This design comes from an exercise in tuning for small area on the open sky130 flow, not from production work.
In this exercise RTL edits were held to simulation tests only and were not proved equivalent to the original.
Power figures rest on the tool's default switching activity, not on a simulated workload. The flow treats the clock pin as an ideal source, which a real chip does not have.

File: flow/design.v
module apb_uart #(
    parameter SYSTEM_FREQUENCY = 50_000_000,
    parameter SAMPLING_RATE = 16
)(
    input pclk,
    input preset_n,
    input psel,
    input penable,
    input pwrite,
    input[11:0] paddr,
    input[3:0] pstrb,
    input[31:0] pwdata,
    output pready,
    output pslverr,
    output[31:0] prdata,
    output irq,
    output logic baud_o,
    output logic tick_rx,
    input cts_n,
    input rx,
    output tx,
    output rts_n
);
    localparam logic [11:0] ADDR_TDR = 12'h000;
    localparam logic [11:0] ADDR_RDR = 12'h004;
    localparam logic [11:0] ADDR_LCR = 12'h008;
    localparam logic [11:0] ADDR_OCR = 12'h00C;
    localparam logic [11:0] ADDR_LSR = 12'h010;
    localparam logic [11:0] ADDR_FCR = 12'h014;
    localparam logic [11:0] ADDR_IER = 12'h018;
    localparam logic [11:0] ADDR_IIR = 12'h01C;
    localparam logic [11:0] ADDR_HCR = 12'h020;
    logic psel_d, penable_d;
    always_ff @(posedge pclk or negedge preset_n) begin
        if (~preset_n) begin
            psel_d <= 0;
            penable_d <= 0;
        end else begin
            psel_d <= psel;
            penable_d <= penable;
        end
    end
    logic [1:0] apb_st;
    always_ff @(posedge pclk) begin
        if (~preset_n) apb_st <= 2'd0;
        else begin
            case (apb_st)
                2'd0: apb_st <= (psel_d & ~penable_d) ? 2'd1 : 2'd0;
                2'd1: apb_st <= ~psel_d ? 2'd0 : (penable_d ? 2'd2 : 2'd1);
                2'd2: apb_st <= 2'd3;
                default: apb_st <= 2'd0;
            endcase
        end
    end
    wire act = (apb_st == 2'd2);
    assign pready = (apb_st == 2'd3);
    wire a_tdr = paddr == ADDR_TDR;
    wire a_rdr = paddr == ADDR_RDR;
    wire a_lcr = paddr == ADDR_LCR;
    wire a_ocr = paddr == ADDR_OCR;
    wire a_lsr = paddr == ADDR_LSR;
    wire a_fcr = paddr == ADDR_FCR;
    wire a_ier = paddr == ADDR_IER;
    wire a_iir = paddr == ADDR_IIR;
    wire a_hcr = paddr == ADDR_HCR;
    wire a_wok = a_tdr | a_lcr | a_ocr | a_fcr | a_ier | a_hcr;
    wire a_rok = a_wok | a_rdr | a_lsr | a_iir;
    assign pslverr = pready & (pwrite ? ~a_wok : ~a_rok);
    logic [31:0] tdr, lcr, ocr, fcr, ier, hcr;
    logic [31:0] prdata_r;
    logic [7:0]  rdr;
    logic [6:0]  lsr;
    logic [2:0]  iir;
    assign prdata = prdata_r;
    wire wr = act & pwrite;
    wire rd = act & ~pwrite;
    wire [31:0] wdata = pwdata & {32{preset_n}};
    wire [3:0] bwe = {4{wr}} & pstrb;
    always_ff @(posedge pclk) begin
        for (int i = 0; i < 4; i++) begin
            if (~preset_n | (bwe[i] & a_tdr)) tdr[8*i +: 8] <= wdata[8*i +: 8];
            if (~preset_n | (bwe[i] & a_lcr)) lcr[8*i +: 8] <= wdata[8*i +: 8];
            if (~preset_n | (bwe[i] & a_fcr)) fcr[8*i +: 8] <= wdata[8*i +: 8];
            if (~preset_n | (bwe[i] & a_ier)) ier[8*i +: 8] <= wdata[8*i +: 8];
            if (~preset_n | (bwe[i] & a_hcr)) hcr[8*i +: 8] <= wdata[8*i +: 8];
        end
        if (~preset_n | (bwe[0] & a_ocr)) begin
            ocr[7:2] <= wdata[7:2];
            ocr[0] <= wdata[0];
        end
        for (int i = 1; i < 4; i++)
            if (~preset_n | (bwe[i] & a_ocr)) ocr[8*i +: 8] <= wdata[8*i +: 8];
        if (~preset_n) ocr[1] <= 1'b0;
        else if (bwe[0] & a_ocr) ocr[1] <= pwdata[1];
        else if (ocr[1]) ocr[1] <= 1'b0;
    end
    wire [8:0] rsel = {a_hcr, a_iir, a_ier, a_fcr, a_lsr, a_ocr, a_lcr, a_rdr, a_tdr} & {9{preset_n}};
    wire [31:0] rd_mux = ({32{rsel[0]}} & tdr)
                       | ({32{rsel[1]}} & {24'b0, rdr})
                       | ({32{rsel[2]}} & lcr)
                       | ({32{rsel[3]}} & ocr)
                       | ({32{rsel[4]}} & {25'b0, lsr})
                       | ({32{rsel[5]}} & fcr)
                       | ({32{rsel[6]}} & ier)
                       | ({32{rsel[7]}} & {29'b0, iir})
                       | ({32{rsel[8]}} & hcr);
    always_ff @(posedge pclk) begin
        if (~preset_n | rd) prdata_r <= rd_mux;
    end
    wire cpu_read_rdr  = pready & ~pwrite & a_rdr;
    wire cpu_write_tdr = pready & pwrite & a_tdr;
    wire cpu_read_lsr  = pready & ~pwrite & a_lsr;
    wire cpu_read_iir  = pready & ~pwrite & a_iir;
    logic [6:0] prdata_prev;
    always_ff @(posedge pclk) begin
        prdata_prev[0] <= prdata_r[0];
        prdata_prev[2] <= prdata_r[2];
        prdata_prev[3] <= prdata_r[3];
        prdata_prev[5] <= prdata_r[5];
        prdata_prev[6] <= prdata_r[6];
    end
    assign prdata_prev[1] = 1'b0;
    assign prdata_prev[4] = 1'b0;
    logic [2:0] baud_prev;
    logic baud_changed, baud_dflt;
    always_ff @(posedge pclk) begin
        if (~preset_n) begin
            baud_prev <= 3'd0;
            baud_changed <= 1'b0;
            baud_dflt <= 1'b1;
        end else begin
            baud_changed <= (lcr[7:5] != baud_prev);
            baud_prev <= lcr[7:5];
            if (baud_changed) baud_dflt <= 1'b0;
        end
    end
    wire [2:0] bsel = baud_dflt ? 3'd6 : baud_prev;
    function automatic [7:0] lo_next(input [7:0] s);
        lo_next = {s[6:0], ~(s[7] ^ s[5] ^ s[4] ^ s[3])};
    endfunction
    function automatic [5:0] hi_next(input [5:0] s);
        hi_next = {s[4:0], ~(s[5] ^ s[4])};
    endfunction
    function automatic [9:0] rx_next(input [9:0] s);
        rx_next = {s[8:0], ~(s[9] ^ s[6])};
    endfunction
    function automatic [7:0] lo_state(input integer n);
        integer i;
        begin
            lo_state = 8'd0;
            for (i = 0; i < n; i = i + 1) lo_state = lo_next(lo_state);
        end
    endfunction
    function automatic [5:0] hi_state(input integer n);
        integer i;
        begin
            hi_state = 6'd0;
            for (i = 0; i < n; i = i + 1) hi_state = hi_next(hi_state);
        end
    endfunction
    function automatic [9:0] rx_state(input integer n);
        integer i;
        begin
            rx_state = 10'd0;
            for (i = 0; i < n; i = i + 1) rx_state = rx_next(rx_state);
        end
    endfunction
    localparam integer TX_BASE = SYSTEM_FREQUENCY / 230400;
    localparam logic [7:0] LO_END = lo_state(TX_BASE - 1);
    localparam logic [5:0] HI_END0 = hi_state((SYSTEM_FREQUENCY / 4800) / TX_BASE - 1);
    localparam logic [5:0] HI_END1 = hi_state((SYSTEM_FREQUENCY / 9600) / TX_BASE - 1);
    localparam logic [5:0] HI_END2 = hi_state((SYSTEM_FREQUENCY / 14400) / TX_BASE - 1);
    localparam logic [5:0] HI_END3 = hi_state((SYSTEM_FREQUENCY / 19200) / TX_BASE - 1);
    localparam logic [5:0] HI_END4 = hi_state((SYSTEM_FREQUENCY / 38400) / TX_BASE - 1);
    localparam logic [5:0] HI_END5 = hi_state((SYSTEM_FREQUENCY / 57600) / TX_BASE - 1);
    localparam logic [5:0] HI_END6 = hi_state((SYSTEM_FREQUENCY / 115200) / TX_BASE - 1);
    localparam logic [5:0] HI_END7 = hi_state((SYSTEM_FREQUENCY / 230400) / TX_BASE - 1);
    localparam logic [9:0] RX_END0 = rx_state(SYSTEM_FREQUENCY / (16 * 4800) - 1);
    localparam logic [9:0] RX_END1 = rx_state(SYSTEM_FREQUENCY / (16 * 9600) - 1);
    localparam logic [9:0] RX_END2 = rx_state(SYSTEM_FREQUENCY / (16 * 14400) - 1);
    localparam logic [9:0] RX_END3 = rx_state(SYSTEM_FREQUENCY / (16 * 19200) - 1);
    localparam logic [9:0] RX_END4 = rx_state(SYSTEM_FREQUENCY / (16 * 38400) - 1);
    localparam logic [9:0] RX_END5 = rx_state(SYSTEM_FREQUENCY / (16 * 57600) - 1);
    localparam logic [9:0] RX_END6 = rx_state(SYSTEM_FREQUENCY / (16 * 115200) - 1);
    localparam logic [9:0] RX_END7 = rx_state(SYSTEM_FREQUENCY / (16 * 230400) - 1);
    logic [5:0] hi_end;
    logic [9:0] rx_end;
    always_comb begin
        case (bsel)
            3'd0: begin hi_end = HI_END0; rx_end = RX_END0; end
            3'd1: begin hi_end = HI_END1; rx_end = RX_END1; end
            3'd2: begin hi_end = HI_END2; rx_end = RX_END2; end
            3'd3: begin hi_end = HI_END3; rx_end = RX_END3; end
            3'd4: begin hi_end = HI_END4; rx_end = RX_END4; end
            3'd5: begin hi_end = HI_END5; rx_end = RX_END5; end
            3'd6: begin hi_end = HI_END6; rx_end = RX_END6; end
            default: begin hi_end = HI_END7; rx_end = RX_END7; end
        endcase
    end
    logic [7:0] counter_lo;
    logic [5:0] counter_hi;
    logic [9:0] counter_rx;
    wire lo_wrap = (counter_lo == LO_END);
    wire tx_wrap = lo_wrap & (counter_hi == hi_end);
    wire rx_wrap = (counter_rx == rx_end);
    always_ff @(posedge pclk) begin
        if (~preset_n | baud_changed | lo_wrap) counter_lo <= 8'd0;
        else counter_lo <= lo_next(counter_lo);
        if (~preset_n | baud_changed | tx_wrap) counter_hi <= 6'd0;
        else if (lo_wrap) counter_hi <= hi_next(counter_hi);
        baud_o <= preset_n & ~baud_changed & tx_wrap;
    end
    always_ff @(posedge pclk) begin
        if (~preset_n | baud_changed | rx_wrap) counter_rx <= 10'd0;
        else counter_rx <= rx_next(counter_rx);
        tick_rx <= preset_n & ~baud_changed & rx_wrap;
    end
    logic [3:0] lcr_d;
    always_ff @(posedge pclk) lcr_d <= lcr[3:0];
    logic [3:0] ds_d;      
    always_comb begin
        case (lcr_d[1:0])
            2'b00: ds_d = 4'd5;
            2'b01: ds_d = 4'd6;
            2'b10: ds_d = 4'd7;
            default: ds_d = 4'd8;
        endcase
    end
    wire [3:0] rx_total_d = ds_d + {3'b0, lcr_d[3]} + (lcr_d[2] ? 4'd2 : 4'd1);
    wire [3:0] tx_total_d = rx_total_d + 4'd1;
    logic cpu_write_tdr_d;
    logic tdr_empty;
    logic fifo_rx_pop;
    logic write_data_d1, write_data_d2;
    logic cts_s1, cts_sync;
    always_ff @(posedge pclk or negedge preset_n) begin
        if (~preset_n) cpu_write_tdr_d <= 1'b0;
        else cpu_write_tdr_d <= cpu_write_tdr;
    end
    always_ff @(posedge pclk) begin
        if (~preset_n) begin
            write_data_d1 <= 1'b0;
            write_data_d2 <= 1'b0;
        end else begin
            write_data_d1 <= cpu_write_tdr_d;
            write_data_d2 <= write_data_d1;
        end
    end
    always_ff @(posedge pclk) begin
        cts_s1 <= cts_n;
        cts_sync <= cts_s1;
    end
    wire cts_eff = hcr[0] ? cts_sync : 1'b0;
    logic [7:0] txf_mem [0:15];
    logic [3:0] txf_rd, txf_wr;
    logic [4:0] txf_cnt;
    wire fifo_tx_empty = (txf_cnt == 5'd0);
    wire fifo_tx_full  = (txf_cnt == 5'd16);
    wire tx_finish;
    wire txf_push = fcr[0] & ~write_data_d1 & write_data_d2;
    wire txf_pop  = fcr[0] & tx_finish & ~fifo_tx_empty;
    always_ff @(posedge pclk) begin
        if (~preset_n | fcr[2]) begin
            txf_rd <= 4'd0;
            txf_wr <= 4'd0;
            txf_cnt <= 5'd0;
        end else begin
            if (txf_push & ~fifo_tx_full) begin
                txf_wr <= txf_wr + 4'd1;
                txf_cnt <= txf_cnt + 5'd1;
            end
            if (txf_pop & ~fifo_tx_empty) begin
                txf_rd <= txf_rd + 4'd1;
                txf_cnt <= txf_cnt - 5'd1;
            end
        end
    end
    always_ff @(posedge pclk) begin
        if (preset_n & ~fcr[2] & txf_push & ~fifo_tx_full)
            txf_mem[txf_wr] <= tdr[7:0];
    end
    logic tx_busy, tx_busy_d, tx_busy_pulse;
    logic [7:0] txf_out;
    always_comb begin
        txf_out = 8'd0;
        for (int i = 0; i < 16; i++) txf_out = txf_out | (txf_mem[i] & {8{txf_rd == 4'(i)}});
    end
    wire [7:0] tx_data_mux = fcr[0] ? txf_out : tdr[7:0];
    wire start_tx = fcr[0] ? (ocr[1] | (~fifo_tx_empty & tx_busy_pulse)) : ocr[1];
    always_ff @(posedge pclk) begin
        if (~preset_n) tx_busy <= 1'b0;
        else if (tx_finish) tx_busy <= 1'b0;
        else if (start_tx & ocr[0]) tx_busy <= 1'b1;
        tx_busy_d <= tx_busy;
        tx_busy_pulse <= ~tx_busy & tx_busy_d;
    end
    logic [7:0] tx_data;
    always_comb begin
        case (lcr[1:0])
            2'b00: tx_data = {3'b111, tx_data_mux[4:0]};
            2'b01: tx_data = {2'b11, tx_data_mux[5:0]};
            2'b10: tx_data = {1'b1, tx_data_mux[6:0]};
            default: tx_data = tx_data_mux;
        endcase
    end
    logic [7:0] sampled_data;
    logic tick_d;
    always_ff @(posedge pclk) begin
        sampled_data <= tx_data;
        tick_d <= baud_o;
    end
    logic [2:0] tx_st;
    localparam logic [2:0] T_IDLE = 3'd0, T_CTS = 3'd1, T_WAIT = 3'd2, T_START = 3'd3,
                           T_DATA = 3'd4, T_PARITY = 3'd5, T_STOP = 3'd6, T_FINISH = 3'd7;
    wire trans_en = (tx_st == T_START) | (tx_st == T_DATA) | (tx_st == T_PARITY) | (tx_st == T_STOP);
    assign tx_finish = (tx_st == T_FINISH);
    wire shift_en = trans_en & baud_o;
    logic [3:0] cnt_tx;
    always_ff @(posedge pclk) begin
        if (~preset_n) cnt_tx <= 4'd0;
        else if (shift_en) cnt_tx <= cnt_tx + 4'd1;
        else if (~trans_en) cnt_tx <= 4'd0;
    end
    logic par_calc;
    always_comb begin
        case (lcr[1:0])
            2'b00: par_calc = ^sampled_data[4:0];
            2'b01: par_calc = ^sampled_data[5:0];
            2'b10: par_calc = ^sampled_data[6:0];
            default: par_calc = ^sampled_data[7:0];
        endcase
    end
    wire parity_bit = lcr[4] ? par_calc : ~par_calc;
    wire trans_data_fi = (cnt_tx == ds_d + 4'd1);
    wire trans_stop_fi = (cnt_tx == tx_total_d);
    wire load_d0 = (cnt_tx == 4'd0) | (lcr[3] & ~parity_bit & trans_data_fi);
    wire load_en = (cnt_tx == 4'd1);
    logic load_d0_s, load_en_s, trans_data_fi_s, trans_stop_fi_s;
    logic start_tx_d, start_en_d, start_en_d1;
    always_ff @(posedge pclk) begin
        begin
            load_d0_s <= load_d0;
            load_en_s <= load_en;
            trans_data_fi_s <= trans_data_fi;
            trans_stop_fi_s <= trans_stop_fi;
            start_tx_d <= start_tx;
            start_en_d <= start_tx_d & ~start_tx;
            start_en_d1 <= start_en_d;
        end
    end
    always_ff @(posedge pclk) begin
        if (~preset_n) tx_st <= T_IDLE;
        else begin
            case (tx_st)
                T_IDLE:   tx_st <= ocr[0] ? T_CTS : T_IDLE;
                T_CTS:    tx_st <= ~cts_eff ? T_WAIT : (~ocr[0] ? T_IDLE : T_CTS);
                T_WAIT:   tx_st <= cts_eff ? T_CTS : (~ocr[0] ? T_IDLE : (start_en_d1 ? T_START : T_WAIT));
                T_START:  tx_st <= tick_d ? T_DATA : T_START;
                T_DATA:   tx_st <= (trans_data_fi_s & lcr[3]) ? T_PARITY :
                                   (trans_data_fi_s & ~lcr[3]) ? T_STOP : T_DATA;
                T_PARITY: tx_st <= tick_d ? T_STOP : T_PARITY;
                T_STOP:   tx_st <= trans_stop_fi_s ? T_FINISH : T_STOP;
                default:  tx_st <= (ocr[0] & ~cts_eff & start_en_d1) ? T_START :
                                   (ocr[0] & ~cts_eff) ? T_WAIT : (ocr[0] ? T_CTS : T_IDLE);
            endcase
        end
    end
    logic [7:0] piso;
    always_ff @(posedge pclk) begin
        if (~preset_n) piso <= 8'hFF;
        else if (shift_en) begin
            piso[7:1] <= load_en_s ? sampled_data[7:1] : {1'b1, piso[7:2]};
            piso[0] <= load_d0_s ? 1'b0 : (load_en_s ? sampled_data[0] : piso[1]);
        end
    end
    assign tx = piso[0];
    logic rx_s1, rx_sync, rx_d1;
    always_ff @(posedge pclk) begin
        begin
            rx_s1 <= rx;
            rx_sync <= rx_s1;
            rx_d1 <= rx_sync;
        end
    end
    wire start_bit_detected = rx_d1 & ~rx_sync;
    logic [3:0] clk_div;
    always_ff @(posedge pclk) begin
        if (~preset_n) clk_div <= 4'd0;
        else if (tick_rx) clk_div <= clk_div + 4'd1;
    end
    wire clk_1x = (clk_div == 4'b1111) & tick_rx;
    wire clk_2x = (clk_div == 4'b1110) & tick_rx;
    logic [2:0] rx_st;
    localparam logic [2:0] R_IDLE = 3'd0, R_RTS = 3'd1, R_SCAN = 3'd2, R_WAIT_START = 3'd3,
                           R_DATA = 3'd4, R_PARITY = 3'd5, R_STOP = 3'd6, R_FINISH = 3'd7;
    wire receive_en = (rx_st == R_DATA) | (rx_st == R_PARITY) | (rx_st == R_STOP);
    wire receive_data_en = (rx_st == R_DATA);
    wire rx_valid = (rx_st == R_FINISH);
    wire data_receive_en = clk_1x & receive_en;
    wire shift_receive_en = clk_1x & receive_data_en;
    logic [3:0] count_data;
    wire receive_data_fi = (count_data == ds_d);
    wire receive_total_fi = (count_data == rx_total_d);
    always_ff @(posedge pclk) begin
        if (~preset_n) count_data <= 4'd0;
        else if (data_receive_en) count_data <= count_data + 4'd1;
        else if (receive_total_fi) count_data <= 4'd0;
    end
    logic [7:0] rx_shift;
    always_ff @(posedge pclk) begin
        if (~preset_n) rx_shift <= 8'd0;
        else if (shift_receive_en) rx_shift <= {rx_sync, rx_shift[7:1]};
    end
    logic [7:0] rx_data;
    always_comb begin
        case (lcr[1:0])
            2'b00: rx_data = {3'b000, rx_shift[7:3]};
            2'b01: rx_data = {2'b00, rx_shift[7:2]};
            2'b10: rx_data = {1'b0, rx_shift[7:1]};
            default: rx_data = rx_shift;
        endcase
    end
    logic parity_check_s, stop1_s, stop2_s;
    logic parity_err, stop_bit_err;
    logic [7:0] receiver_data;
    wire parity_check = receive_data_fi & data_receive_en;
    wire stop1_check = (count_data == ds_d + {3'b0, lcr[3]}) & data_receive_en;
    wire stop2_check = (count_data == ds_d + {3'b0, lcr[3]} + 4'd1) & data_receive_en;
    wire expected_parity = (^rx_data) ^ lcr[4];
    always_ff @(posedge pclk) begin
        if (~preset_n) begin
            parity_check_s <= 1'b0;
            stop1_s <= 1'b0;
            stop2_s <= 1'b0;
            parity_err <= 1'b0;
            stop_bit_err <= 1'b0;
        end else begin
            parity_check_s <= parity_check;
            stop1_s <= stop1_check;
            stop2_s <= stop2_check;
            parity_err <= lcr[3] & parity_check_s & expected_parity;
            stop_bit_err <= (stop1_s & ~rx_sync) | (lcr[2] & stop2_s & ~rx_sync);
        end
    end
    always_ff @(posedge pclk) begin
        if (~preset_n) receiver_data <= 8'd0;
        else if (receive_total_fi) receiver_data <= rx_data;
    end
    always_ff @(posedge pclk) begin
        if (~preset_n) rx_st <= R_IDLE;
        else begin
            case (rx_st)
                R_IDLE:       rx_st <= ocr[2] ? R_RTS : R_IDLE;
                R_RTS:        rx_st <= ~rts_n ? R_SCAN : (~ocr[2] ? R_IDLE : R_RTS);
                R_SCAN:       rx_st <= rts_n ? R_RTS : (~ocr[2] ? R_IDLE : (start_bit_detected ? R_WAIT_START : R_SCAN));
                R_WAIT_START: rx_st <= clk_1x ? R_DATA : R_WAIT_START;
                R_DATA:       rx_st <= (receive_data_fi & lcr[3]) ? R_PARITY :
                                       (receive_data_fi & ~lcr[3]) ? R_STOP : R_DATA;
                R_PARITY:     rx_st <= clk_2x ? R_STOP : R_PARITY;
                R_STOP:       rx_st <= receive_total_fi ? R_FINISH : R_STOP;
                default:      rx_st <= (ocr[2] & ~rts_n & start_bit_detected) ? R_WAIT_START :
                                       (ocr[2] & ~rts_n) ? R_SCAN : (ocr[2] ? R_RTS : R_IDLE);
            endcase
        end
    end
    logic [7:0] rxf_mem [0:15];
    logic [3:0] rxf_rd, rxf_wr;
    logic [4:0] rxf_cnt;
    wire fifo_rx_empty = (rxf_cnt == 5'd0);
    wire fifo_rx_full  = (rxf_cnt == 5'd16);
    logic [4:0] trig_level;
    always_comb begin
        case (fcr[4:3])
            2'd0: trig_level = 5'd1;
            2'd1: trig_level = 5'd4;
            2'd2: trig_level = 5'd8;
            default: trig_level = 5'd14;
        endcase
    end
    wire fifo_rx_triggered = (rxf_cnt >= trig_level);
    wire rxf_push = fcr[0] & rx_valid;
    always_ff @(posedge pclk) begin
        if (~preset_n | fcr[1]) begin
            rxf_rd <= 4'd0;
            rxf_wr <= 4'd0;
            rxf_cnt <= 5'd0;
        end else begin
            if (rxf_push & ~fifo_rx_full) begin
                rxf_wr <= rxf_wr + 4'd1;
                rxf_cnt <= rxf_cnt + 5'd1;
            end
            if (fifo_rx_pop & ~fifo_rx_empty) begin
                rxf_rd <= rxf_rd + 4'd1;
                rxf_cnt <= rxf_cnt - 5'd1;
            end
        end
    end
    always_ff @(posedge pclk) begin
        if (preset_n & ~fcr[1] & rxf_push & ~fifo_rx_full)
            rxf_mem[rxf_wr] <= receiver_data;
    end
    logic [7:0] rxf_out;
    always_comb begin
        rxf_out = 8'd0;
        for (int i = 0; i < 16; i++) rxf_out = rxf_out | (rxf_mem[i] & {8{rxf_rd == 4'(i)}});
    end
    wire trigger_lt_14 = ~(fcr[3] & fcr[4]);
    logic rdr_empty;
    logic rts_r;
    assign rts_n = rts_r;
    always_ff @(posedge pclk) begin
        if (~preset_n) rts_r <= 1'b0;
        else if (hcr[0]) begin
            if (hcr[1]) rts_r <= 1'b0;
            else if ((~fcr[0] & ~rdr_empty) | (fcr[0] & (trigger_lt_14 & fifo_rx_triggered) | (~trigger_lt_14 & fifo_rx_triggered)))
                rts_r <= 1'b1;
            else if ((~fcr[0] & rdr_empty) | (fcr[0] & (trigger_lt_14 & rts_r & fifo_rx_empty) | (~trigger_lt_14 & ~fifo_rx_triggered)))
                rts_r <= 1'b0;
        end
    end
    logic fifo_rx_pop_d;
    logic data_valid_d, data_o_valid;
    logic [7:0] data_received;
    wire negedge_rx_pop = ~fifo_rx_pop & fifo_rx_pop_d;
    wire fifo_rx_overrun = fcr[0] & fifo_rx_full & rx_valid;
    wire [7:0] msg = fcr[0] ? rxf_out : receiver_data;
    wire data_valid = fcr[0] ? ((fifo_rx_empty & rx_valid) | (~fifo_rx_empty & negedge_rx_pop)) : rx_valid;
    always_ff @(posedge pclk) begin
        if (~preset_n) begin
            fifo_rx_pop_d <= 1'b0;
            data_valid_d <= 1'b0;
            data_o_valid <= 1'b0;
        end else begin
            fifo_rx_pop_d <= fifo_rx_pop;
            data_valid_d <= data_valid;
            data_o_valid <= data_valid_d;
        end
    end
    always_ff @(posedge pclk) if (data_valid_d) data_received <= msg;
    wire lsr1_set = (~fcr[0] & ~rdr_empty) | (fcr[0] & ~fifo_rx_empty);
    wire lsr4_set = (~fcr[0] & tdr_empty) | (fcr[0] & fifo_tx_empty);
    wire lsr5_set = fcr[0] & parity_err & stop_bit_err;
    wire lsr6_set = (~fcr[0] & ~rdr_empty & data_o_valid) | fifo_rx_overrun;
    wire lsr0_reset = cpu_read_lsr & ~prdata_prev[0] & prdata_r[0];
    wire lsr1_reset = (~fcr[0] & rdr_empty) | (fcr[0] & fifo_rx_empty);
    wire lsr2_reset = cpu_read_lsr & ~prdata_prev[2] & prdata_r[2];
    wire lsr3_reset = cpu_read_lsr & ~prdata_prev[3] & prdata_r[3];
    wire lsr4_reset = (~fcr[0] & ~tdr_empty) | (fcr[0] & ~fifo_tx_empty);
    wire lsr5_reset = cpu_read_lsr & ~prdata_prev[5] & prdata_r[5];
    wire lsr6_reset = cpu_read_lsr & ~prdata_prev[6] & prdata_r[6];
    always_ff @(posedge pclk or negedge preset_n) begin
        if (~preset_n) begin
            tdr_empty <= 1'b1;
            fifo_rx_pop <= 1'b0;
            lsr <= 7'd0;
            rdr <= 8'd0;
            rdr_empty <= 1'b1;
            iir <= 3'b001;
        end else begin
            if (cpu_write_tdr_d) tdr_empty <= 1'b0;
            else if ((~fcr[0] & ~tdr_empty & ocr[1]) | (fcr[0] & ocr[1] & fifo_tx_empty)) tdr_empty <= 1'b1;
            fifo_rx_pop <= cpu_read_rdr & ~fifo_rx_empty;
            if (tx_finish) lsr[0] <= 1'b1;
            if (lsr0_reset) lsr[0] <= 1'b0;
            if (lsr1_set) lsr[1] <= 1'b1;
            if (lsr1_reset) lsr[1] <= 1'b0;
            if (parity_err) lsr[2] <= 1'b1;
            if (lsr2_reset) lsr[2] <= 1'b0;
            if (stop_bit_err) lsr[3] <= 1'b1;
            if (lsr3_reset) lsr[3] <= 1'b0;
            if (lsr4_set) lsr[4] <= 1'b1;
            if (lsr4_reset) lsr[4] <= 1'b0;
            if (lsr5_set) lsr[5] <= 1'b1;
            if (lsr5_reset) lsr[5] <= 1'b0;
            if (lsr6_set) lsr[6] <= 1'b1;
            if (lsr6_reset) lsr[6] <= 1'b0;
            if (data_o_valid) begin
                rdr <= data_received;
                rdr_empty <= 1'b0;
            end else if (cpu_read_rdr) begin
                rdr_empty <= 1'b1;
            end
            if (cpu_read_iir) iir <= 3'b001;
            else if (ier[2] & (lsr[2] | lsr[3] | lsr[5] | lsr[6])) iir <= 3'b110;
            else if (ier[0] & ~rdr_empty) iir <= 3'b100;
            else if (ier[1] & tdr_empty & ocr[1]) iir <= 3'b010;
        end
    end
    assign irq = ~iir[0];
endmodule
File: flow/flow/run.sh
#!/bin/bash
# The standard ORFS layout (standard.sh) with these changes:
#  - synthesis maps the logic with an area-oriented ABC script (flow/area.abc)
#    instead of ORFS's speed script; everything else in synthesis, including
#    the flip-flop mapping and register names, is ORFS's own synth.tcl;
#  - ports are buffered with the smallest buffer instead of clkdlybuf4s50_1;
#  - clock tree: clkbuf_16 leaf clusters and no dummy loads;
#  - if the routed layout still has an antenna violation, routing is redone
#    with more antenna repair iterations, and if that does not clear it,
#    placement onwards is redone at a slightly lower utilisation.
# Each tool's output goes to a log file in this folder (and ORFS's own logs).
set -euo pipefail
here=$(pwd)
# ORFS synth.tcl, with the logic-mapping ABC call pointed at our script
sed 's|^\(\s*\)log_cmd abc {\*}\$abc_args|\1lset abc_args 1 '"$here"'/flow/area.abc\n\1log_cmd abc {*}$abc_args|' \
  "$FLOW_HOME/scripts/synth.tcl" > "$here/synth_area.tcl"
grep -q "flow/area.abc" "$here/synth_area.tcl"
sed 's|source \$::env(SCRIPTS_DIR)/synth.tcl|source '"$here"'/synth_area.tcl|' synth_recipe.tcl > "$here/synth_recipe_area.tcl"
grep -q "synth_area.tcl" "$here/synth_recipe_area.tcl"
sed 's|SYNTH_SCRIPT=[^ ]*|SYNTH_SCRIPT='"$here"'/synth_recipe_area.tcl|' standard.sh > "$here/standard_area.sh"
grep -q "synth_recipe_area.tcl" "$here/standard_area.sh"
export BUFFER_PORTS_ARGS="-buffer_cell sky130_fd_sc_hd__buf_1"
export CTS_ARGS="-sink_clustering_enable -repair_clock_nets -buf_list sky130_fd_sc_hd__clkbuf_16 -sink_clustering_size 30 -sink_clustering_max_diameter 100 -dont_use_dummy_load"

results=$(sed -n 's|^if \[\[ -f \(.*\)/6_final.odb \]\]; then$|\1|p' standard.sh)

antennas() { # number of antenna violations in the final layout ($1: log name)
  printf 'read_db %s\nputs "ANTENNA_VIOLATIONS [check_antennas]"\n' "$results/6_final.odb" > "$here/antennas.tcl"
  openroad -no_init -exit "$here/antennas.tcl" > "$here/antennas_$1.log" 2>&1 || true
  sed -n 's/^ANTENNA_VIOLATIONS \([0-9]*\)$/\1/p' "$here/antennas_$1.log" | tail -1
}

bash "$here/standard_area.sh" > flow_make.log 2>&1
n=$(antennas 1)
if [[ "$n" != "0" ]]; then
  bash "$here/standard_area.sh" clean_route clean_finish > flow_make_clean2.log 2>&1
  bash "$here/standard_area.sh" MAX_REPAIR_ANTENNAS_ITER_GRT=10 MAX_REPAIR_ANTENNAS_ITER_DRT=15 finish \
    > flow_make_2.log 2>&1
  n=$(antennas 2)
fi
if [[ "$n" != "0" ]]; then
  bash "$here/standard_area.sh" clean_floorplan clean_place clean_cts clean_route clean_finish \
    > flow_make_clean3.log 2>&1
  bash "$here/standard_area.sh" CORE_UTILIZATION=65 MAX_REPAIR_ANTENNAS_ITER_GRT=10 \
    MAX_REPAIR_ANTENNAS_ITER_DRT=15 finish > flow_make_3.log 2>&1
  antennas 3 > /dev/null
fi
File: flow/flow/area.abc
&get -n
&st
&dc2
&dch -f
&nf -R 1000
&put
File: flow/standard.sh
#!/bin/bash
# synth_recipe.tcl (not shown) runs the flow's synth.tcl, then flattens the netlist and writes it again
# the make line also repeats each setting of config.mk as NAME=value (left out here)
make -C /OpenROAD-flow-scripts/flow DESIGN_CONFIG=/design/flow/config.mk WORK_HOME=/design/flow/orfs CLKGATE_MAP_FILE= SYNTH_SCRIPT=/design/flow/synth_recipe.tcl "${@:-finish}"
File: flow/config.mk
export PLATFORM = sky130hd
export DESIGN_NAME = apb_uart
export DESIGN_NICKNAME = apb_uart
export VERILOG_FILES = /design/flow/design.v
export SDC_FILE = /design/flow/constraint.sdc
export NUM_CORES = 4
export LEC_CHECK = 0
export CAP_MARGIN = 20
export CORE_MARGIN = 2
export CORE_UTILIZATION = 70
export GPL_TIMING_DRIVEN = 0
export SLEW_MARGIN = 20
export SYNTH_HIERARCHICAL = 1
File: flow/constraint.sdc
create_clock -name core_clock -period 20.0 [get_ports {pclk}]
set_input_delay 4.0000 -clock core_clock [delete_from_list [all_inputs] [get_ports {pclk}]]
set_output_delay 4.0000 -clock core_clock [all_outputs]
set_load 0.01 [all_outputs]
==> metrics.log, run 1 <==
[metrics] run status: complete, no violations
[metrics] vias in the first global route: 15.87k
[metrics] Worst-Skew Late Latency: 0.59 ns
[metrics] Core Box Area: 35,570 µm²
[metrics] Overall Global Routing Usage: 0.3122
[metrics] number of buffers inserted by port buffering: 93
[metrics] post-CTS setup repair buffer count: 0
[metrics] cts bufs inserted: 25
[metrics] count of pins over their slew limit: 0
[metrics] Setup Slack @ Placement: 10.24 ns
[metrics] kind of critical path: in -> out
[metrics] Clock Sink Count: 657
[metrics] Synth Warn #: 9
[metrics] overall routed net length: 59.47 mm
[metrics] post-CTS resize count: 0
[metrics] area used by multi-input combinational logic: 7082 µm²
[metrics] initial DRC count: 2,022
[metrics] total non-filler cell area in the finished layout: 27,290 µm²
[metrics] endpoint type of the worst setup path: output pin
[metrics] drt via density: 6.820
[metrics] fraction of registers with async set/reset: 0.03653
[metrics] share of the clock period used by the worst path after layout: 0.4906
[metrics] placed cell area: 26,650 µm²
[metrics] Pleak: 9.161 nW
[metrics] synthesized area per cell: 14.29 µm²
[metrics] post-layout net count: 2,009
[metrics] Die Y-Extent: 194.2 µm
[metrics] iteration count of the initial detailed-routing pass: 7
[metrics] number of hold buffers added after cts: 0
[metrics] clock slew at the register clock pins of the worst setup and hold paths: 0.10 ns
[metrics] H-Tree Depth: 1
[metrics] part of the Yosys area used for sequential elements: 0.7169
[metrics] source of the worst register-to-register timing path: fcr[0]
[metrics] power density over the cells: 82.94 nW/µm²
[metrics] part of the total power dissipated in sequential elements: 0.688
[metrics] Inst Count DP: 2,342
[metrics] syn nets: 1,873
[metrics] grt ovf: 0
[metrics] initial antenna violation count: 1
[metrics] slew at the pin closest to its max-slew limit: 1.103 ns
[metrics] critical path startpoint category: input port
[metrics] top_reg_cell synth: sky130_fd_sc_hd__edfxtp_1
[metrics] wire length of the first global-routing pass: 90.40 mm
[metrics] Pint: 1.781 mW
[metrics] synthesis-to-finish area growth: 7.774%
[metrics] TritonCTS clock tree: done
[metrics] Max Cap Violations: 0
[metrics] sum of negative setup slack: 0 ns
[metrics] Post-synth EDFFs: 487
[metrics] IR drop worst, VDD: 0.08062 mV
[metrics] total die area: 37,710 µm²
[metrics] Distinct cells, synth: 56
[metrics] required time worst endpoint: 16.00 ns
[metrics] routed vias: 16.15k
[metrics] worst reg-to-reg path cell count: 5
[metrics] unrepaired setup endpoints after global routing: false
[metrics] flip-flop and latch count after synthesis: 657
[metrics] drt wl/cell: 25.12 µm
[metrics] worst rel slew slack: 0.2623
[metrics] final weighted congestion of routability-driven global placement: 0.8543
[metrics] data arrival time of the critical path: 5.81 ns
[metrics] Clock Power Share: 0.265
[metrics] Worst Hold Class: reg -> reg
[metrics] combinational fraction of design power: 0.048
[metrics] count of non-filler cells in the finished layout: 2,368
[metrics] number of setup violations in the final report: 0
[metrics] Initial Utilization: 0.7118
[metrics] post-detailed-route DRC marker count: 0
[metrics] Clock Root Buffer: sky130_fd_sc_hd__clkbuf_16
[metrics] fraction of final layout cells sized beyond drive strength 1: 0.03148
[metrics] Post-Syn Instances: 1,772
[metrics] maximum number of pins on one net before global-route repair: 45
[metrics] Ports: 94
[metrics] Switch Pwr: 0.4825 mW
[metrics] post-route antenna net violation count: 0
[metrics] Max Root-Sink Buffers: 3
[metrics] number of hold-slack violations in the final timing report: 0
[metrics] combined flip-flop and latch cell area: 18,150 µm²
[metrics] Fin Clk Skew: 0.03511 ns
[metrics] launch point of the worst path: paddr[1]
[metrics] worst setup path endpoint: pslverr
[metrics] reg2reg setup slack: 16.57 ns
[metrics] maximum achievable frequency: 0.1019 GHz
[metrics] smallest setup slack after layout: 10.19 ns
[metrics] hold slack: 0.3461 ns
[metrics] Tmin final: 9.813 ns
[metrics] worst-path fanout max: 6
[metrics] Hold Path Depth: 0
[metrics] number of fill cells in the layout: 2,162
[metrics] switching part of the total: 0.2132
[metrics] netlist area before placement: 25,320 µm²
[metrics] Chip Width: 194.2 µm
[metrics] detailed placement HPWL: 40.12 mm
[metrics] capture point of the worst reg-to-reg path: rxf_mem[15][6]
[metrics] std cell rows: 69
## per-layer routing
metal,wire length (µm),GRT usage,part of all wire,vias to the layer above
met5,0,0,0,-
met4,2461,0.1207,0.041,0
met3,4779,0.03740,0.080,161
met2,29470,0.5313,0.50,857
met1,22770,0.4175,0.38,7909
li1,-,-,-,7223
## synth_stat cells (5+ instances only)
master	count	area, µm²
sky130_fd_sc_hd__nand2_1	139	521.8
sky130_fd_sc_hd__xnor2_1	29	254.0
sky130_fd_sc_hd__a31oi_1	10	62.56
sky130_fd_sc_hd__nor2b_1	14	87.58
sky130_fd_sc_hd__nand3b_1	5	37.54
sky130_fd_sc_hd__a21oi_1	56	280.3
sky130_fd_sc_hd__nor3b_1	9	67.56
sky130_fd_sc_hd__dfxtp_1	146	2923
sky130_fd_sc_hd__mux2_1	8	90.09
sky130_fd_sc_hd__nor2_1	135	506.7
sky130_fd_sc_hd__edfxtp_1	487	14620
sky130_fd_sc_hd__nor4_1	7	43.79
sky130_fd_sc_hd__nand2b_1	17	106.4
sky130_fd_sc_hd__a221oi_1	17	148.9
sky130_fd_sc_hd__and2_0	77	481.7
sky130_fd_sc_hd__dfrtp_1	21	525.5
sky130_fd_sc_hd__a22o_1	15	131.4
sky130_fd_sc_hd__ha_1	39	488.0
sky130_fd_sc_hd__fa_1	7	140.1
sky130_fd_sc_hd__and3_1	33	206.5
sky130_fd_sc_hd__a222oi_1	92	920.9
sky130_fd_sc_hd__o211ai_1	8	60.06
sky130_fd_sc_hd__xor2_1	30	262.8
sky130_fd_sc_hd__nor3_1	27	135.1
sky130_fd_sc_hd__a22oi_1	55	412.9
sky130_fd_sc_hd__o21ai_0	90	450.4
sky130_fd_sc_hd__o22a_1	6	52.55
sky130_fd_sc_hd__a21o_1	5	37.54
sky130_fd_sc_hd__a211oi_1	14	105.1
sky130_fd_sc_hd__mux2i_1	14	140.1
sky130_fd_sc_hd__clkinv_1	47	176.4
sky130_fd_sc_hd__nand3_1	29	145.1
sky130_fd_sc_hd__nand4_1	39	244.0
## critical path, cell delays in order
cell                      delay (ns)
sky130_fd_sc_hd__buf_1          0.10
sky130_fd_sc_hd__nor4_1         0.65
sky130_fd_sc_hd__nand4_1        0.59
sky130_fd_sc_hd__nand2_1        0.21
sky130_fd_sc_hd__nor4_1         0.10
sky130_fd_sc_hd__buf_1          0.15
## cell type report
class	count	area share
Inverter	47	0.006511
Sequential cell	657	0.6652
Tap cell	461	0.02114
Antenna cell	1	0.00009171
Multi-Input combinational cell	1068	0.2595
Clock buffer	25	0.02293
Timing Repair Buffer	109	0.02458
## how the worst min path moves through the flow
stage	to	start
floorplan	cts_sync	cts_s1
global placement	start_en_d1	start_en_d
detailed placement	rx_sync	rx_s1
CTS	rx_sync	rx_s1
global route	rx_sync	rx_s1
finish	rx_sync	rx_s1
## cell usage in the layout (no fill, tap or decap), drive strengths merged, types with 6 or more instances in the layout
master,netlist,routed
mux2i,14,14
edfxtp,487,487
a211oi,14,14
and3,33,33
and2,77,77
nand3,29,29
nor2,135,135
xnor2,29,29
a22oi,55,55
nand4,39,39
a21oi,56,56
dfxtp,146,146
nand2,139,139
a31oi,10,10
o211ai,8,8
xor2,30,30
mux2,8,8
nor3,27,27
nor3b,9,9
fa,7,7
buf,0,109
clkbuf,0,25
ha,39,39
o21ai,90,90
dfrtp,21,21
a221oi,17,17
clkinv,47,47
nor2b,14,14
a222oi,92,92
nor4,7,7
o22a,6,6
a22o,15,15
nand2b,17,17
## power groups by stage
stage / Combinational, mW / Sequential, mW / Clock (mW)
floorplan: 0.0667 / 1.57 / 0
global placement: 0.0975 / 1.58 / 0
detailed placement: 0.106 / 1.59 / 0
CTS: 0.107 / 1.55 / 0.599
global route: 0.119 / 1.56 / 0.642
finish: 0.108 / 1.56 / 0.599
## registers in the layout, indices dropped and copies added, names as in the netlist, 6 cells and up
register	flops
counter_hi	6
counter_lo	8
counter_rx	10
data_received	8
fcr	32
hcr	32
ier	32
lcr	32
lsr	7
ocr	32
piso	8
prdata_r	32
rdr	8
receiver_data	8
rx_shift	8
rxf_mem	128
sampled_data	8
tdr	32
txf_mem	128
## stage by stage
stage                       util  power [mW]
after floorplan                -       1.637
after global placement    0.7378       1.682
after detailed placement  0.7492       1.692
after CTS                 0.7668       2.261
after global routing      0.7671       2.323
final                     0.7671       2.263
## kinds of logic (layout without fill, tap and decap cells)
kind of cell	after synthesis	in the layout	synth area share
flops	657	657	0.7169
fa+ha+maj	46	46	0.02481
xor+xnor	60	60	0.02130
compound gates	396	396	0.1148
buf+inv	47	181	0.006968
other cells	0	1	0
mux	22	22	0.009093
simple gates	544	544	0.1061
==> run 2: changes to the inputs <==
--- a/flow/config.mk
+++ b/flow/config.mk
@@ -6,8 +6,7 @@
 export NUM_CORES = 4
 export LEC_CHECK = 0
-export CAP_MARGIN = 20
+export CAP_MARGIN = 5
 export CORE_MARGIN = 2
 export CORE_UTILIZATION = 70
-export GPL_TIMING_DRIVEN = 0
-export SLEW_MARGIN = 20
+export SLEW_MARGIN = 5
 export SYNTH_HIERARCHICAL = 1
==> run 2 against run 1 <==
  * Critical path depth rose by 1
  * Sequential share of layout area rose by 0.36 points
  * Clock power fell by 1%
  * Sequential power barely moved
  * Register-to-register slack got worse by 0.27 ns
  * Highest routed layer is now met5
  * Non-clock buffer count rose by 14
==> metrics.log, run 2 <==
[metrics] run status: complete, no violations
[metrics] maximum number of pins on one net before global-route repair: 82 (+82%)
[metrics] number of buffers inserted by port buffering: 93 (unchanged)
[metrics] post-CTS resize count: 0 (unchanged)
[metrics] detailed placement HPWL: 39.56 mm (-1.4%)
[metrics] Synth Warn #: 9 (unchanged)
[metrics] Pleak: 9.150 nW (-0.12%)
[metrics] drt wl/cell: 24.83 µm (-1.1%)
[metrics] Distinct cells, synth: 56 (unchanged)
[metrics] worst-path fanout max: 5 (-1)
[metrics] number of hold-slack violations in the final timing report: 0 (unchanged)
[metrics] worst rel slew slack: 0.2299 (-0.03242)
[metrics] Max Cap Violations: 0 (unchanged)
[metrics] total die area: 37,710 µm² (unchanged)
[metrics] H-Tree Depth: 1 (unchanged)
[metrics] critical path's largest stage delay: 0.56 ns (-0.09 ns)
[metrics] ranking of synthesized cells by area: sky130_fd_sc_hd__edfxtp_1 (58%), sky130_fd_sc_hd__dfxtp_1 (12%), sky130_fd_sc_hd__a222oi_1 (3.6%)
[metrics] Worst Hold Path EP: start_en_d1
[metrics] Clock Root Buffer: sky130_fd_sc_hd__clkbuf_16
[metrics] required time worst endpoint: 16.00 ns (about the same)
[metrics] Post-Syn Instances: 1,772 (unchanged)
[metrics] post-CTS setup repair buffer count: 0 (unchanged)
[metrics] post-detailed-route DRC marker count: 0 (unchanged)
[metrics] Tmin final: 9.572 ns (-0.2406 ns)
[metrics] power density over the cells: 83.11 nW/µm² (+0.20%)
[metrics] final weighted congestion of routability-driven global placement: 0.9028 (+5.7%)
[metrics] Hold Path Depth: 0 (unchanged)
[metrics] most common library cell in the layout ignoring fill and taps: sky130_fd_sc_hd__edfxtp_1
[metrics] std cell rows: 69 (unchanged)
[metrics] slew at the pin closest to its max-slew limit: 1.148 ns (+0.04501 ns)
[metrics] worst reg-to-reg path cell count: 5 (unchanged)
[metrics] drt via density: 6.766 (-0.79%)
[metrics] share of the clock period used by the worst path after layout: 0.4786 (-0.01203)
[metrics] number of hold buffers added after cts: 0 (unchanged)
[metrics] Max Root-Sink Buffers: 3 (unchanged)
[metrics] overall power: 2.256 mW (-0.33%)
[metrics] Clock Sink Count: 657 (unchanged)
[metrics] top_reg_cell synth: sky130_fd_sc_hd__edfxtp_1
[metrics] part of the Yosys area used for sequential elements: 0.7169 (unchanged)
[metrics] Worst Hold Class: reg -> reg
[metrics] post-layout net count: 2,023 (+0.70%)
[metrics] most frequent cells in the layout: sky130_fd_sc_hd__edfxtp_1 (487), sky130_fd_sc_hd__dfxtp_1 (146), sky130_fd_sc_hd__nand2_1 (139)
[metrics] flip-flop and latch count after synthesis: 657 (unchanged)
[metrics] vias in the first global route: 15.56k (-1.9%)
[metrics] fraction of registers with async set/reset: 0.03653 (unchanged)
[metrics] Die Y-Extent: 194.2 µm (unchanged)
[metrics] Initial Utilization: 0.7118 (unchanged)
[metrics] IR drop worst, VDD: 0.08779 mV (+8.9%)
[metrics] initial antenna violation count: 1 (unchanged)
[metrics] endpoint type of the worst setup path: output pin
[metrics] count of pins over their slew limit: 0 (unchanged)
[metrics] unrepaired setup endpoints after global routing: false
[metrics] cell with the biggest individual delay on the critical path: sky130_fd_sc_hd__or4_1
[metrics] Commonest cells post-synth: sky130_fd_sc_hd__edfxtp_1 (487), sky130_fd_sc_hd__dfxtp_1 (146), sky130_fd_sc_hd__nand2_1 (139)
[metrics] Worst-Skew Late Latency: 0.57 ns (-0.02 ns)
[metrics] cts bufs inserted: 25 (unchanged)
[metrics] Post-synth EDFFs: 487 (unchanged)
[metrics] clock slew at the register clock pins of the worst setup and hold paths: 0.11 ns (about the same)
[metrics] overall routed net length: 59.13 mm (-0.58%)
[metrics] capture point of the worst reg-to-reg path: rxf_mem[3][0]
[metrics] initial DRC count: 2,114 (+4.5%)
[metrics] fraction of final layout cells sized beyond drive strength 1: 0.03542 (+0.003937)
[metrics] synthesized area per cell: 14.29 µm² (unchanged)
[metrics] source of the worst register-to-register timing path: fcr[0]
[metrics] fraction of synthesized cell area taken by the top area cell type: 0.5776 (unchanged)
[metrics] netlist area before placement: 25,320 µm² (unchanged)
[metrics] kind of critical path: in -> out
[metrics] Overall Global Routing Usage: 0.3127 (+0.0005206)
[metrics] sum of negative setup slack: 0 ns (unchanged)
[metrics] top cell type by total area after synthesis: sky130_fd_sc_hd__edfxtp_1
[metrics] iteration count of the initial detailed-routing pass: 8 (+1)
[metrics] grt ovf: 0 (unchanged)
[metrics] most numerous cell in the Yosys netlist: sky130_fd_sc_hd__edfxtp_1
[metrics] critical-path cell list: buf_1 > or4_1 > nor2_1 > and3_1 > o31a_1 > nor4_1 > buf_1
[metrics] maximum achievable frequency: 0.1045 GHz (+2.5%)
[metrics] Fin Clk Skew: 0.01736 ns (-0.01776 ns)
[metrics] Ports: 94 (unchanged)
[metrics] wire length of the first global-routing pass: 90.21 mm (-0.21%)
[metrics] synthesis-to-finish area growth: 7.200%
[metrics] cell mode on critical path: sky130_fd_sc_hd__buf_1
[metrics] data arrival time of the critical path: 5.57 ns (-0.24 ns)
[metrics] number of diodes added for antenna fixing: 0 (-1)
[metrics] number of setup violations in the final report: 0 (unchanged)
[metrics] Core Box Area: 35,570 µm² (unchanged)
[metrics] reg2reg setup slack: 16.30 ns (-0.27 ns)
[metrics] post-route antenna net violation count: 0 (unchanged)
[metrics] syn nets: 1,873 (unchanged)
[metrics] critical path startpoint category: input port
[metrics] routed vias: 16.11k (-0.24%)
[metrics] Chip Width: 194.2 µm (unchanged)
[metrics] TritonCTS clock tree: done
[metrics] startpoint of the most critical hold path: start_en_d
[metrics] number of fill cells in the layout: 2,157 (-0.23%)
[metrics] top flop regs: rxf_mem x128, txf_mem x128
## run 2: through the flow
| step | setup slack (ns) | instances | hold WS (ns) | instance area, µm² | util |
|---|---|---|---|---|---|
| after floorplan | 10.79 | 1772 | 0.3096 | 25320 | - |
| after global routing | 10.31 | 2381 | 0.3516 | 27140 | 0.7631 |
| final | 10.43 | 2381 | 0.3393 | 27140 | 0.7631 |
| after CTS | 10.43 | 2381 | 0.3432 | 27140 | 0.7631 |
| after detailed placement | 10.43 | 2356 | 0.3121 | 26520 | 0.7455 |
| after global placement | 10.49 | 2356 | 0.3138 | 26520 | 0.7455 |
## run 2: how the worst max path moves through the flow
stage	slack (ns)	endpoint	startpoint
6_report	10.43	pslverr	paddr[9]
5_1_grt	10.31	pslverr	paddr[9]
4_1_cts	10.43	pslverr	paddr[9]
3_5_place_dp	10.43	pslverr	paddr[9]
3_3_place_gp	10.49	pslverr	paddr[9]
2_1_floorplan	10.79	pslverr	paddr[9]
## run 2: area by class of cell
| type | instances | area (µm²) | share of cell area |
|---|---|---|---|
| Multi-Input combinational cell | 1068 | 7033 | 0.2591 |
| Timing Repair Buffer | 123 | 578.1 | 0.02130 |
| Tap cell | 461 | 576.8 | 0.02125 |
| Clock buffer | 25 | 625.6 | 0.02305 |
| Inverter | 47 | 176.4 | 0.006500 |
| Sequential cell | 657 | 18150 | 0.6688 |
## run 2: report_power, final
group          total [mW]  internal, mW  switching [mW]
Combinational       0.108        0.0393          0.0685
Sequential           1.56          1.51          0.0408
Clock               0.592         0.226           0.366
## run 2: logic make-up after synthesis
kind of cell / share of synthesized area
adders and majority gates: 0.02481
muxes: 0.009093
xor gates and xnor gates: 0.02130
DFF: 0.7169
buffers and inverters: 0.006968
and+or+nand+nor: 0.1061
AOI/OAI and AO/OA: 0.1148
## run 2: worst max-delay path: cells and delay by family
family / cells / cell delay (ns)
buf+inv: 2 / 0.22
simple gates: 4 / 1.18
compound gates: 1 / 0.18
## run 2: routing by layer
metal	GRT usage	wire length, µm	up-vias
met2	0.5201	29160	888
li1	-	-	7231
met3	0.04314	5518	129
met5	0	13	-
met1	0.4285	22260	7861
met4	0.1148	2177	2
==> run 3: changes to the inputs <==
--- a/flow/flow/run.sh
+++ b/flow/flow/run.sh
@@ -21,5 +21,5 @@
 grep -q "synth_recipe_area.tcl" "$here/standard_area.sh"
 export BUFFER_PORTS_ARGS="-buffer_cell sky130_fd_sc_hd__buf_1"
-export CTS_ARGS="-sink_clustering_enable -repair_clock_nets -buf_list sky130_fd_sc_hd__clkbuf_16 -sink_clustering_size 30 -sink_clustering_max_diameter 100 -dont_use_dummy_load"
+export CTS_ARGS="-sink_clustering_enable -repair_clock_nets -buf_list \"sky130_fd_sc_hd__clkbuf_8 sky130_fd_sc_hd__clkbuf_16\" -sink_clustering_size 30 -sink_clustering_max_diameter 100 -dont_use_dummy_load"
 
 results=$(sed -n 's|^if \[\[ -f \(.*\)/6_final.odb \]\]; then$|\1|p' standard.sh)
--- a/flow/config.mk
+++ b/flow/config.mk
@@ -6,7 +6,7 @@
 export NUM_CORES = 4
 export LEC_CHECK = 0
-export CAP_MARGIN = 5
+export CAP_MARGIN = 20
 export CORE_MARGIN = 2
 export CORE_UTILIZATION = 70
-export SLEW_MARGIN = 5
+export SLEW_MARGIN = 20
 export SYNTH_HIERARCHICAL = 1
==> run 3 against run 2 <==
  * Largest cell class unchanged
  * Synthesized cell count did not move
  * Utilization rose by 0.053 points
  * Register-to-register slack gained 0.03 ns
  * Synthesized area unchanged
  * Largest power group unchanged
==> metrics.log, run 3 <==
[metrics] Pleak: 9.154 nW (about the same)
[metrics] slew at the pin closest to its max-slew limit: 1.103 ns (-0.04500 ns)
[metrics] Inst Count DP: 2,357 (+0.042%)
[metrics] initial antenna violation count: 1 (unchanged)
[metrics] Die Y-Extent: 194.2 µm (unchanged)
[metrics] Worst Hold Class: reg -> reg
[metrics] post-CTS setup repair buffer count: 0 (unchanged)
[metrics] initial DRC count: 2,175 (+2.9%)
[metrics] Clock Power Share: 0.263 (about the same)
[metrics] Ports: 94 (unchanged)
[metrics] fraction of final layout cells sized beyond drive strength 1: 0.03644 (+0.001023)
[metrics] count of non-filler cells in the finished layout: 2,383 (+0.084%)
[metrics] std cell rows: 69 (unchanged)
[metrics] iteration count of the initial detailed-routing pass: 8 (unchanged)
[metrics] syn nets: 1,873 (unchanged)
[metrics] Core Box Area: 35,570 µm² (unchanged)
[metrics] total die area: 37,710 µm² (unchanged)
[metrics] Worst-Skew Late Latency: 0.59 ns (+0.02 ns)
[metrics] final weighted congestion of routability-driven global placement: 0.9028 (unchanged)
[metrics] flip-flop and latch count after synthesis: 657 (unchanged)
[metrics] grt ovf: 0 (unchanged)
[metrics] most frequent cells in the layout: sky130_fd_sc_hd__edfxtp_1 (487), sky130_fd_sc_hd__dfxtp_1 (146), sky130_fd_sc_hd__nand2_1 (139)
[metrics] vias in the first global route: 15.54k (-0.12%)
[metrics] Buffers & Inverters on Critical Path: 2 (unchanged)
[metrics] cell with the biggest individual delay on the critical path: sky130_fd_sc_hd__or4_1
[metrics] endpoint type of the worst setup path: output pin
[metrics] Fin Clk Skew: 0.04985 ns (+0.03250 ns)
[metrics] Post-synth EDFFs: 487 (unchanged)
[metrics] Post-Syn Instances: 1,772 (unchanged)
[metrics] Switch Pwr: 0.4769 mW (+0.32%)
[metrics] post-detailed-route DRC marker count: 0 (unchanged)
[metrics] unrepaired setup endpoints after global routing: false
[metrics] Commonest cells post-synth: sky130_fd_sc_hd__edfxtp_1 (487), sky130_fd_sc_hd__dfxtp_1 (146), sky130_fd_sc_hd__nand2_1 (139)
[metrics] Initial Utilization: 0.7118 (unchanged)
[metrics] top_reg_cell synth: sky130_fd_sc_hd__edfxtp_1
[metrics] share of the clock period used by the worst path after layout: 0.4792 (+0.0006200)
[metrics] DRT met1 WL: 22.41 mm (+0.66%)
[metrics] cell mode on critical path: sky130_fd_sc_hd__buf_1
[metrics] number of setup violations in the final report: 0 (unchanged)
[metrics] number of fill cells in the layout: 2,175 (+0.83%)
[metrics] count of pins over their slew limit: 0 (unchanged)
[metrics] kind of critical path: in -> out
[metrics] fraction of registers with async set/reset: 0.03653 (unchanged)
[metrics] fraction of synthesized cell area taken by the top area cell type: 0.5776 (unchanged)
[metrics] critical path's largest stage delay: 0.57 ns (about the same)
[metrics] IR drop worst, VDD: 0.08624 mV (-1.8%)
[metrics] run status: complete, no violations
[metrics] top flop regs: rxf_mem x128, txf_mem x128
[metrics] data arrival time of the critical path: 5.58 ns (about the same)
[metrics] Tmin final: 9.585 ns (+0.01240 ns)
[metrics] Overall Global Routing Usage: 0.3113 (-0.001453)
[metrics] required time worst endpoint: 16.00 ns (about the same)
[metrics] overall routed net length: 59.08 mm (about the same)
[metrics] number of buffers inserted by port buffering: 93 (unchanged)
[metrics] post-CTS resize count: 0 (unchanged)
[metrics] drt wl/cell: 24.79 µm (-0.17%)
[metrics] TritonCTS clock tree: done
[metrics] Clock Root Buffer: sky130_fd_sc_hd__clkbuf_16
[metrics] most common library cell in the layout ignoring fill and taps: sky130_fd_sc_hd__edfxtp_1
[metrics] critical-path cell list: buf_1 > or4_1 > nor2_1 > and3_1 > o31a_1 > nor4_1 > buf_1
[metrics] worst rel slew slack: 0.2623 (+0.03242)
[metrics] worst-path fanout max: 5 (unchanged)
[metrics] number of hold-slack violations in the final timing report: 0 (unchanged)
[metrics] post-layout net count: 2,024 (+0.049%)
[metrics] wire length on met3: 5.153 mm (-6.6%)
[metrics] netlist area before placement: 25,320 µm² (unchanged)
[metrics] detailed placement HPWL: 39.60 mm (+0.12%)
[metrics] Max Root-Sink Buffers: 3 (unchanged)
[metrics] synthesis-to-finish area growth: 7.275% (about the same)
[metrics] wire length of the first global-routing pass: 89.81 mm (-0.44%)
[metrics] routed vias: 16.10k (-0.062%)
[metrics] Distinct cells, synth: 56 (unchanged)
[metrics] top cell type by total area after synthesis: sky130_fd_sc_hd__edfxtp_1
[metrics] part of the Yosys area used for sequential elements: 0.7169 (unchanged)
[metrics] combinational fraction of design power: 0.048 (about the same)
[metrics] most numerous cell in the Yosys netlist: sky130_fd_sc_hd__edfxtp_1
[metrics] clock slew at the register clock pins of the worst setup and hold paths: 0.11 ns (about the same)
[metrics] Synth Warn #: 9 (unchanged)
[metrics] drt via density: 6.757 (-0.15%)
[metrics] synthesized area per cell: 14.29 µm² (unchanged)
[metrics] Pint: 1.780 mW (about the same)
[metrics] Clock Sink Count: 657 (unchanged)
[metrics] Chip Width: 194.2 µm (unchanged)
[metrics] number of hold buffers added after cts: 0 (unchanged)
[metrics] Max Cap Violations: 0 (unchanged)
[metrics] ranking of synthesized cells by area: sky130_fd_sc_hd__edfxtp_1 (58%), sky130_fd_sc_hd__dfxtp_1 (12%), sky130_fd_sc_hd__a222oi_1 (3.6%)
[metrics] critical path startpoint category: input port
[metrics] H-Tree Depth: 1 (unchanged)
[metrics] total length of routed met2 wires: 29.32 mm (+0.54%)
[metrics] cts bufs inserted: 25 (unchanged)
[metrics] part of the total power dissipated in sequential elements: 0.689 (about the same)
[metrics] post-route antenna net violation count: 0 (unchanged)
[metrics] power density over the cells: 83.10 nW/µm² (about the same)
[metrics] maximum number of pins on one net before global-route repair: 82 (unchanged)
[metrics] switching part of the total: 0.2113 (+0.0005506)
[metrics] sum of negative setup slack: 0 ns (unchanged)
[metrics] maximum achievable frequency: 0.1043 GHz (-0.13%)
[metrics] highest signal layer in the routed design: met4
[metrics] cell family with the largest share of critical-path delay: simple AND/OR/NAND/NOR gates
[run 3: worst paths after layout]
| check | start | endpoint | slack, ns | cells past startpoint |
|---|---|---|---|---|
| worst max-delay path | paddr[9] | pslverr | 10.42 | 7 |
| worst min-delay path | cts_s1 | cts_sync | 0.35 | 0 |
| worst max register to register | fcr[0] | rxf_mem[3][3] | 16.33 | 5 |
| worst min register to register | cts_s1 | cts_sync | 0.35 | 0 |
| max in group asynchronous | preset_n | lsr[3] | 15.25 | 3 |
| min in group asynchronous | preset_n | psel_d | 3.57 | 2 |
[run 3: stage by stage]
step	hold slack (ns)	setup WS, ns	cell area (µm²)	total power, mW	util
global route	0.3512	10.28	27160	2.325	0.7636
finish	0.3485	10.42	27160	2.257	0.7636
detailed placement	0.3121	10.41	26520	1.693	0.7456
CTS	0.3483	10.42	27150	2.262	0.7632
global placement	0.3138	10.49	26520	1.685	0.7455
floorplan	0.3096	10.79	25320	1.637	-
[run 3: power by group through the flow]
| stage | Clock (mW) | Sequential [mW] | Combinational [mW] |
|---|---|---|---|
| 2_1_floorplan | 0 | 1.57 | 0.0667 |
| 3_3_place_gp | 0 | 1.58 | 0.103 |
| 3_5_place_dp | 0 | 1.59 | 0.107 |
| 4_1_cts | 0.599 | 1.55 | 0.108 |
| 5_1_grt | 0.644 | 1.56 | 0.120 |
| 6_report | 0.594 | 1.56 | 0.108 |
[run 3: kinds of logic after synthesis]
| family | share of synthesized area |
|---|---|
| buffers and inverters | 0.006968 |
| and+or+nand+nor | 0.1061 |
| xor gates and xnor gates | 0.02130 |
| DFF | 0.7169 |
| adders and majority gates | 0.02481 |
| AOI/OAI and AO/OA | 0.1148 |
| muxes | 0.009093 |
[run 3: layout make-up]
class,count,area [µm²],area share
Sequential cell,657,18150,0.6683
Multi-Input combinational cell,1068,7044,0.2594
Clock buffer,25,625.6,0.02303
Timing Repair Buffer,124,583.1,0.02147
Tap cell,461,576.8,0.02124
Inverter,47,176.4,0.006496
Antenna cell,1,2.502,0.00009214
[run 3: metal layers]
layer / vias to the layer above / GRT usage
met5: - / 0
met4: 0 / 0.1108
met3: 132 / 0.03966
met2: 822 / 0.5230
met1: 7914 / 0.4253
li1: 7233 / -
==> run 4: changes to the inputs <==
--- a/flow/flow/run.sh
+++ b/flow/flow/run.sh
@@ -21,5 +21,5 @@
 grep -q "synth_recipe_area.tcl" "$here/standard_area.sh"
 export BUFFER_PORTS_ARGS="-buffer_cell sky130_fd_sc_hd__buf_1"
-export CTS_ARGS="-sink_clustering_enable -repair_clock_nets -buf_list \"sky130_fd_sc_hd__clkbuf_8 sky130_fd_sc_hd__clkbuf_16\" -sink_clustering_size 30 -sink_clustering_max_diameter 100 -dont_use_dummy_load"
+export CTS_ARGS="-sink_clustering_enable -repair_clock_nets -buf_list sky130_fd_sc_hd__clkbuf_16 -sink_clustering_size 34 -sink_clustering_max_diameter 100 -dont_use_dummy_load"
 
 results=$(sed -n 's|^if \[\[ -f \(.*\)/6_final.odb \]\]; then$|\1|p' standard.sh)
==> run 4 against run 3 <==
  * Count of clock-buffer cells in the layout fell by 2
  * Setup slack got worse by 0.0023 ns
  * Power fell by 0.72%
  * Sequential share of layout area rose by 0.13 points
  * Critical endpoint unchanged
  * Highest routed layer unchanged
==> metrics.log, run 4 <==
[metrics] run status: complete, no violations
[metrics] number of hold buffers added after cts: 0 (unchanged)
[metrics] maximum achievable frequency: 0.1043 GHz (about the same)
[metrics] synthesized area per cell: 14.29 µm² (unchanged)
[metrics] initial DRC count: 2,083 (-4.2%)
[metrics] Worst-Skew Late Latency: 0.57 ns (-0.02 ns)
[metrics] std cell rows: 69 (unchanged)
[metrics] power density over the cells: 82.66 nW/µm² (-0.52%)
[metrics] Initial Utilization: 0.7118 (unchanged)
[metrics] Max Cap Violations: 0 (unchanged)
[metrics] maximum number of pins on one net before global-route repair: 82 (unchanged)
[metrics] post-detailed-route DRC marker count: 0 (unchanged)
[metrics] Ports: 94 (unchanged)
[metrics] Clock Sink Count: 657 (unchanged)
[metrics] part of the Yosys area used for sequential elements: 0.7169 (unchanged)
[metrics] post-layout net count: 2,022 (-0.099%)
[metrics] Tmin final: 9.587 ns (+0.002300 ns)
[metrics] Worst Hold Class: reg -> reg
[metrics] count of pins over their slew limit: 0 (unchanged)
[metrics] sum of negative setup slack: 0 ns (unchanged)
[metrics] Post-Syn Instances: 1,772 (unchanged)
[metrics] post-CTS resize count: 0 (unchanged)
[metrics] Die Y-Extent: 194.2 µm (unchanged)
[metrics] area used by multi-input combinational logic: 7044 µm² (unchanged)
[metrics] Pleak: 9.129 nW (-0.27%)
[metrics] drt via density: 6.726 (-0.46%)
[metrics] startpoint of the most critical hold path: cts_s1
[metrics] number of fill cells in the layout: 2,193 (+0.83%)
[metrics] combined flip-flop and latch cell area: 18,150 µm² (unchanged)
[metrics] Worst Hold Path EP: cts_sync
[metrics] kind of critical path: in -> out
[metrics] worst rel slew slack: 0.2469 (-0.01539)
[metrics] source of the worst register-to-register timing path: fcr[0]
[metrics] fraction of synthesized cell area taken by the top area cell type: 0.5776 (unchanged)
[metrics] Distinct cells, synth: 56 (unchanged)
[metrics] post-CTS setup repair buffer count: 0 (unchanged)
[metrics] total non-filler cell area in the finished layout: 27,110 µm² (-0.19%)
[metrics] combinational fraction of design power: 0.048 (about the same)
[metrics] Pint: 1.764 mW (-0.92%)
[metrics] total die area: 37,710 µm² (unchanged)
[metrics] smallest setup slack after layout: 10.41 ns (-0.002300 ns)
[metrics] iteration count of the initial detailed-routing pass: 7 (-1)
[metrics] Clock Root Buffer: sky130_fd_sc_hd__clkbuf_16
[metrics] flip-flop and latch count after synthesis: 657 (unchanged)
[metrics] capture point of the worst reg-to-reg path: rxf_mem[3][3]
[metrics] part of the total power dissipated in sequential elements: 0.694 (+0.005)
[metrics] top_reg_cell synth: sky130_fd_sc_hd__edfxtp_1
[metrics] synthesis-to-finish area growth: 7.067%
[metrics] Switch Pwr: 0.4772 mW (about the same)
-- run 4: cell counts after synthesis --
Identical to the previous run, type by type.
-- run 4: logic make-up after synthesis --
group           count (synthesis)  synth area share
mux                            22          0.009093
simple gates                  544            0.1061
buf+inv                        47          0.006968
compound gates                396            0.1148
flops                         657            0.7169
xor+xnor                       60           0.02130
fa+ha+maj                      46           0.02481
-- run 4: layout make-up --
| cell class | count | share of cell area |
|---|---|---|
| Clock buffer | 23 | 0.02123 |
| Multi-Input combinational cell | 1068 | 0.2599 |
| Timing Repair Buffer | 124 | 0.02151 |
| Inverter | 47 | 0.006508 |
| Tap cell | 461 | 0.02128 |
| Sequential cell | 657 | 0.6696 |
-- run 4: worst max-delay path, cell delays in order --
cell	delay, ns
sky130_fd_sc_hd__buf_1	0.06
sky130_fd_sc_hd__or4_1	0.56
sky130_fd_sc_hd__nor2_1	0.24
sky130_fd_sc_hd__and3_1	0.34
sky130_fd_sc_hd__o31a_1	0.18
sky130_fd_sc_hd__nor4_1	0.05
sky130_fd_sc_hd__buf_1	0.14
-- run 4: stage by stage --
step / cells / total power [mW]
after global placement: 2356 / 1.685
after global routing: 2380 / 2.304
after CTS: 2380 / 2.242
final: 2380 / 2.241
after detailed placement: 2357 / 1.693
after floorplan: 1772 / 1.637
-- run 4: worst max path at each step --
| stage | from | endpoint | slack [ns] |
|---|---|---|---|
| after floorplan | paddr[9] | pslverr | 10.79 |
| after global placement | paddr[9] | pslverr | 10.49 |
| after detailed placement | paddr[9] | pslverr | 10.41 |
| after CTS | paddr[9] | pslverr | 10.42 |
| after global routing | paddr[9] | pslverr | 10.28 |
| final | paddr[9] | pslverr | 10.41 |
-- run 4: per-layer routing --
metal	vias to the layer above	part of all wire	GRT usage
met5	-	0	0
met2	870	0.49	0.5193
li1	7236	-	-
met1	7792	0.37	0.4161
met4	0	0.037	0.1108
met3	109	0.097	0.04783
-- run 4: power by group through the flow --
stage	Clock, mW	Sequential [mW]	Combinational [mW]
2_1_floorplan	0	1.57	0.0667
3_3_place_gp	0	1.58	0.103
3_5_place_dp	0	1.59	0.107
4_1_cts	0.580	1.55	0.108
5_1_grt	0.624	1.56	0.120
6_report	0.578	1.56	0.108

what the ideal ports hide:
In the flow no input, the clock included, has a driving cell. The finished layouts below were timed again as built, in two steps. Step 1, drivers: a clkbuf_16 drives pclk and a buf_2 each remaining input, both assumed. Step 2, shift: input delay + t, output delay - t, t = (earliest + latest rising clock arrival at the registers) / 2. This alone moves slack from input paths to output paths. Slacks: ideal ports / drivers / drivers and shift; pairs: ideal ports / drivers.
run	t (ns)	slack for setup (ns)	slew at the worst register clock pin (ns)	worst slew at a driven data input, ns	cell pins on the clock port's net
run 1	0.629	10.187 / 10.157 / 10.157	0.12 / 0.12	0.08	1
run 2	0.619	10.428 / 10.407 / 10.407	0.11 / 0.11	0.07	1
run 3	0.621	10.415 / 10.395 / 10.395	0.11 / 0.11	0.07	1
run 4	0.605	10.413 / 10.393 / 10.393	0.12 / 0.12	0.07	1
After both steps setup and hold are still met in every run listed. For run 1, which loses most, drivers alone change the setup slack by -0.030 ns; drivers and shift together by -0.030 ns.
